What follows belongs to an exercise in optimizing a design on an open flow for small area; a production flow would make more cautious choices. Only simulation tests tie the RTL to the original design; equivalence was not proved. Power and IR drop assume default switching activity.

==> flow/design.v (excerpt) <==
module apollo_top(
	input clk,
	input rst_n,
	input rs232_rx,
	output rs232_tx,
	input [7:0] in_ad_data,
	output out_ad_clk,
	output Sftclk,
	output Lchclk,
	output SDout,
	output test1,
	output test2
);
For scale: ~2300 cells after synthesis, ~950 flip-flops, ~18 I/O pins, ~30000 µm² of cells after synthesis.
clock: 20.0 ns
lec_check: 0
cap_margin: 20
core_margin: 2
core_utilization: 55
cts_cluster_diameter: 80
cts_cluster_size: 30
place_density: 0.7
slew_margin: 20
run.sh (not shown) runs the stock make flow with config.mk's settings and CLKGATE_MAP_FILE= SYNTH_SCRIPT=/design/flow/synth_recipe.tcl, a recipe that flattens the netlist after the stock synthesis.
The baseline produced a clean layout.
Edit:
CORE_UTILIZATION = 65   (was 55)
PLACE_DENSITY = 0.8   (was 0.7)
After rerunning: The new run produced a clean layout; sequential share of layout area rises by 0.56 points; synthesized cell count does not change; maximum frequency is about the same; clock-buffer cell count fell by 5; critical path depth is unchanged; routed wire length is higher by 6.9%.

== run 1 ==
Another version of the RTL of apollo_top (not shown whole).
For scale: about 940 flip-flops, ~18 I/O pins.
clock: 20.0 ns
lec_check: 0
cap_margin: 20
core_margin: 2
core_utilization: 65
cts_cluster_diameter: 80
cts_cluster_size: 30
place_density: 0.8
slew_margin: 20
Setup changes, run 1 to run 2
==> flow/flow/run.sh (new file) <==
#!/bin/bash
set -e
export BUFFER_PORTS_ARGS="-buffer_cell sky130_fd_sc_hd__buf_1"
export CTS_ARGS="-sink_clustering_enable -repair_clock_nets -sink_clustering_size 30 -sink_clustering_max_diameter 80 -dont_use_dummy_load"
bash standard.sh > standard.log 2>&1
==> flow/standard.sh (new file) <==
#!/bin/bash
# synth_recipe.tcl (not shown) runs the flow's synth.tcl, then flattens the netlist and writes it again
# the make line also repeats each setting of config.mk as NAME=value (left out here)
make -C /OpenROAD-flow-scripts/flow DESIGN_CONFIG=/design/flow/config.mk WORK_HOME=/design/flow/orfs CLKGATE_MAP_FILE= SYNTH_SCRIPT=/design/flow/synth_recipe.tcl "${@:-finish}"
removed: flow/run.sh
==> comparison <==
Run 2 vs run 1, wire length on met3 went down by 500 um. Run 2 ends up with a total chip power that is 3.0% lower than in run 1. Via count ended up 77 lower on run 2 than on run 1.

## job 5380
apollo_top, a different RTL version from the one above (not shown whole).
Size: roughly 18 I/O pins.
clock: 20.0 ns
lec_check: 0
cap_margin: 20
core_margin: 2
core_utilization: 40
cts_buf_list: sky130_fd_sc_hd__clkbuf_2 sky130_fd_sc_hd__clkbuf_4
cts_cluster_size: 30
place_density: 0.6
slew_margin: 20
Stock flow here: none of the scripts above is used.
Inputs modified between job 5380 and job 526:
- changing CTS_BUF_LIST from sky130_fd_sc_hd__clkbuf_2 sky130_fd_sc_hd__clkbuf_4 to sky130_fd_sc_hd__clkbuf_4
- changing PLACE_DENSITY from 0.6 to 0.75
- changing CORE_UTILIZATION from 40 to 60
- removing CTS_CLUSTER_SIZE (formerly 30)
## What came out
Per the comparison of job 526 with job 5380, global router's overall resource usage +7.1 points, number of flip-flops and latches comparable, final cell count shrank by 9.6%, register-to-register slack moved up. Job 526 against job 5380: count of final max-slew check failures held; setup slack up 23 ps.
Input changes introduced in job 477 (baseline for comparison: job 526):
- a deleted CTS_BUF_LIST that had been sky130_fd_sc_hd__clkbuf_4
- a change of PLACE_DENSITY from 0.75 to 0.6
- a change of CORE_UTILIZATION from 60 to 40
[summary]
Job 526 → job 477: per-cell routed wire length fell 5.5%, count of clock-buffer cells in the layout fell 65%, average instance area after synthesis about even.
When job 477 is measured against job 526, its number of non-filler instances in the completed layout turns out 115 higher.
Job 526 → job 477: post-detailed-route via-to-cell ratio now smaller; period utilization now smaller.

apollo_top, a different RTL version from the one above (not shown whole).
Size: ~950 flip-flops, about 18 I/O pins.
==> flow/config.mk <==
export PLATFORM = sky130hd
export DESIGN_NAME = apollo_top
export DESIGN_NICKNAME = apollo_top
export VERILOG_FILES = /design/flow/design.v
export SDC_FILE = /design/flow/constraint.sdc
export NUM_CORES = 4
export LEC_CHECK = 0
export CAP_MARGIN = 20
export CORE_MARGIN = 2
export CORE_UTILIZATION = 65
export CTS_CLUSTER_DIAMETER = 80
export CTS_CLUSTER_SIZE = 30
export PLACE_DENSITY = 0.8
export SLEW_MARGIN = 20
==> flow/constraint.sdc <==
create_clock -name core_clock -period 20.0 [get_ports {clk}]
set_input_delay 4.0000 -clock core_clock [delete_from_list [all_inputs] [get_ports {clk}]]
set_output_delay 4.0000 -clock core_clock [all_outputs]
set_load 0.01 [all_outputs]
standard.sh (not shown) runs the stock make flow with config.mk's settings and CLKGATE_MAP_FILE= SYNTH_SCRIPT=/design/flow/synth_recipe.tcl, a recipe that flattens the netlist after the stock synthesis.
==> flow/flow/run.sh <==
#!/bin/bash
# The standard layout (the standard.sh: standard synthesis, floorplan,
# placement, CTS, routing, finish) with one change: clock tree synthesis
# gets the same clustering as config.mk but inserts no dummy loads.
set -e
export CTS_ARGS="-sink_clustering_enable -repair_clock_nets -sink_clustering_size 30 -sink_clustering_max_diameter 80 -dont_use_dummy_load"
bash standard.sh > standard.log 2>&1
==> next run, changes <==
==> flow/run.sh (new file) <==
#!/bin/bash
# synth_recipe.tcl (not shown) runs the flow's synth.tcl, then flattens the netlist and writes it again
# the make line also repeats each setting of config.mk as NAME=value (left out here)
make -C /OpenROAD-flow-scripts/flow DESIGN_CONFIG=/design/flow/config.mk WORK_HOME=/design/flow/orfs CLKGATE_MAP_FILE= SYNTH_SCRIPT=/design/flow/synth_recipe.tcl finish
removed: flow/flow/run.sh
removed: flow/standard.sh
Effect: The new run went through all stages and came out clean; non-clock buffer count is unchanged; global-route usage barely changes; routed wire length rises by 0.39%; area after synthesis does not change; fmax stays flat; clock-buffer cell count went up by 9; via count is about the same; first-iteration DRC count goes up by 4.2%.

Another version of the RTL of apollo_top (not shown whole).
For scale: ~2,300 cells after synthesis, ~18 I/O pins.
==> flow/design.v (excerpt) <==
module apollo_top(
	input clk,
	input rst_n,
	input rs232_rx,
	output rs232_tx,
	input [7:0] in_ad_data,
	output out_ad_clk,
	output Sftclk,
	output Lchclk,
	output SDout,
	output test1,
	output test2
);
make LEC_CHECK=0 CAP_MARGIN=20 CORE_MARGIN=2 CORE_UTILIZATION=40 CTS_CLUSTER_DIAMETER=80 CTS_CLUSTER_SIZE=30 PLACE_DENSITY=0.6 SLEW_MARGIN=20 finish   # period 20.0 ns
run.sh (not shown) runs the stock make flow with config.mk's settings and CLKGATE_MAP_FILE= SYNTH_SCRIPT=/design/flow/synth_recipe.tcl, a recipe that flattens the netlist after the stock synthesis.
Stock flow here: none of the scripts above is used.
==> next run, changes <==
- CORE_UTILIZATION: 40 -> 55
- PLACE_DENSITY: 0.6 -> 0.7
Outcome:
- critical path depth stays the same
- clock-buffer cell count rose by 3
- routed wire length came out lower by 0.49%
- clock skew goes down by 20 ps
- fmax goes up by 0.54%

== job 1317 ==
Another version of the RTL of apollo_top (not shown whole).
For scale: roughly 2200 cells after synthesis, ~29000 µm² of cells after synthesis.
==> flow/config.mk <==
export PLATFORM = sky130hd
export DESIGN_NAME = apollo_top
export DESIGN_NICKNAME = apollo_top
export VERILOG_FILES = /design/flow/design.v
export SDC_FILE = /design/flow/constraint.sdc
export NUM_CORES = 4
export LEC_CHECK = 0
export CAP_MARGIN = 20
export CORE_MARGIN = 2
export CORE_UTILIZATION = 65
export CTS_CLUSTER_DIAMETER = 80
export CTS_CLUSTER_SIZE = 30
export PLACE_DENSITY = 0.8
export SLEW_MARGIN = 20
==> flow/constraint.sdc <==
create_clock -name core_clock -period 20.0 [get_ports {clk}]
set_input_delay 4.0000 -clock core_clock [delete_from_list [all_inputs] [get_ports {clk}]]
set_output_delay 4.0000 -clock core_clock [all_outputs]
set_load 0.01 [all_outputs]
standard.sh (not shown) runs the stock make flow with config.mk's settings and CLKGATE_MAP_FILE= SYNTH_SCRIPT=/design/flow/synth_recipe.tcl, a recipe that flattens the netlist after the stock synthesis.
==> flow/flow/run.sh <==
#!/bin/bash
set -e
export BUFFER_PORTS_ARGS="-buffer_cell sky130_fd_sc_hd__buf_1"
export CTS_ARGS="-sink_clustering_enable -repair_clock_nets -sink_clustering_size 30 -sink_clustering_max_diameter 80 -dont_use_dummy_load"
bash standard.sh > standard.log 2>&1
#### Input delta (job 8462 over job 1317)
==> flow/flow/run.sh <==
#!/bin/bash
set -e
export BUFFER_PORTS_ARGS="-buffer_cell sky130_fd_sc_hd__buf_1"
export CTS_ARGS="-sink_clustering_enable -repair_clock_nets -sink_clustering_size 30 -sink_clustering_max_diameter 80 -dont_use_dummy_load -root_buf sky130_fd_sc_hd__clkbuf_4 -tree_buf sky130_fd_sc_hd__clkbuf_4 -sink_clustering_buffer sky130_fd_sc_hd__clkbuf_16"
bash standard.sh > standard.log 2>&1
[summary]
Job 1317 -> job 8462: global-route usage flat
[compare] base=job 1317 new=job 8462: post-route minimum period increased by 290 ps relative to the old numbers, global-route wire length before repair flat, fraction of area in registers increased by 0.19 points relative to the old numbers.
Vias: job 8462 more than job 1317
Setup slack in job 8462 is smaller than in job 1317.
Compared to job 1317, the routing of job 8462 uses less wire.

==> what the ideal ports hide <==
How much do the figures lean on ideal ports? The routed layouts below were timed once more, with nothing changed but the port constraints. Step 1 assumes that a clkbuf_16 drives the clock port and a buf_2 every other input. Step 2 moves the port delays by t, midway between the first and last clock arrival at a register: inputs arrive t later, outputs are due t later. That takes back most of the time a late clock gives input paths. a / b / c = ideal ports / drivers / drivers and shift; a / b = the first two.
| run | shift t [ns] | slack for setup (ns) | worst setup path at the end | worst register clock-pin slew, ns | cell pins on the clock port's net |
|---|---|---|---|---|---|
| the first run of note 1 | 0.651 | 12.600 / 12.543 / 13.195 | register to output | 0.11 / 0.11 | 1 |
| the second run of note 1 | 0.645 | 12.621 / 12.564 / 13.209 | register to output | 0.11 / 0.11 | 1 |
| run 1 | 0.652 | 12.121 / 12.065 / 12.717 | register to output | 0.11 / 0.11 | 1 |
| run 2 | 0.617 | 12.609 / 12.555 / 13.172 | register to output | 0.11 / 0.11 | 1 |
| job 5380 | 1.100 | 11.907 / 11.848 / 12.948 | register to output | 0.07 / 0.07 | 1 |
| job 526 | 1.147 | 11.930 / 11.873 / 13.021 | register to output | 0.08 / 0.08 | 1 |
| job 477 | 0.728 | 12.270 / 12.207 / 12.936 | register to output | 0.07 / 0.07 | 1 |
| the first run of note 4 | 0.629 | 12.442 / 12.385 / 13.014 | register to output | 0.11 / 0.11 | 1 |
| the second run of note 4 | 0.647 | 12.431 / 12.374 / 13.021 | register to output | 0.11 / 0.11 | 1 |
| the first run of note 5 | 0.659 | 12.327 / 12.266 / 12.925 | register to output | 0.11 / 0.11 | 1 |
| the second run of note 5 | 0.670 | 12.368 / 12.309 / 12.979 | register to output | 0.11 / 0.11 | 1 |
| job 1317 | 0.625 | 12.803 / 12.742 / 13.367 | register to output | 0.12 / 0.12 | 1 |
| job 8462 | 0.907 | 12.515 / 12.457 / 13.364 | register to output | 0.11 / 0.11 | 1 |
After both steps every run listed still meets setup and hold.
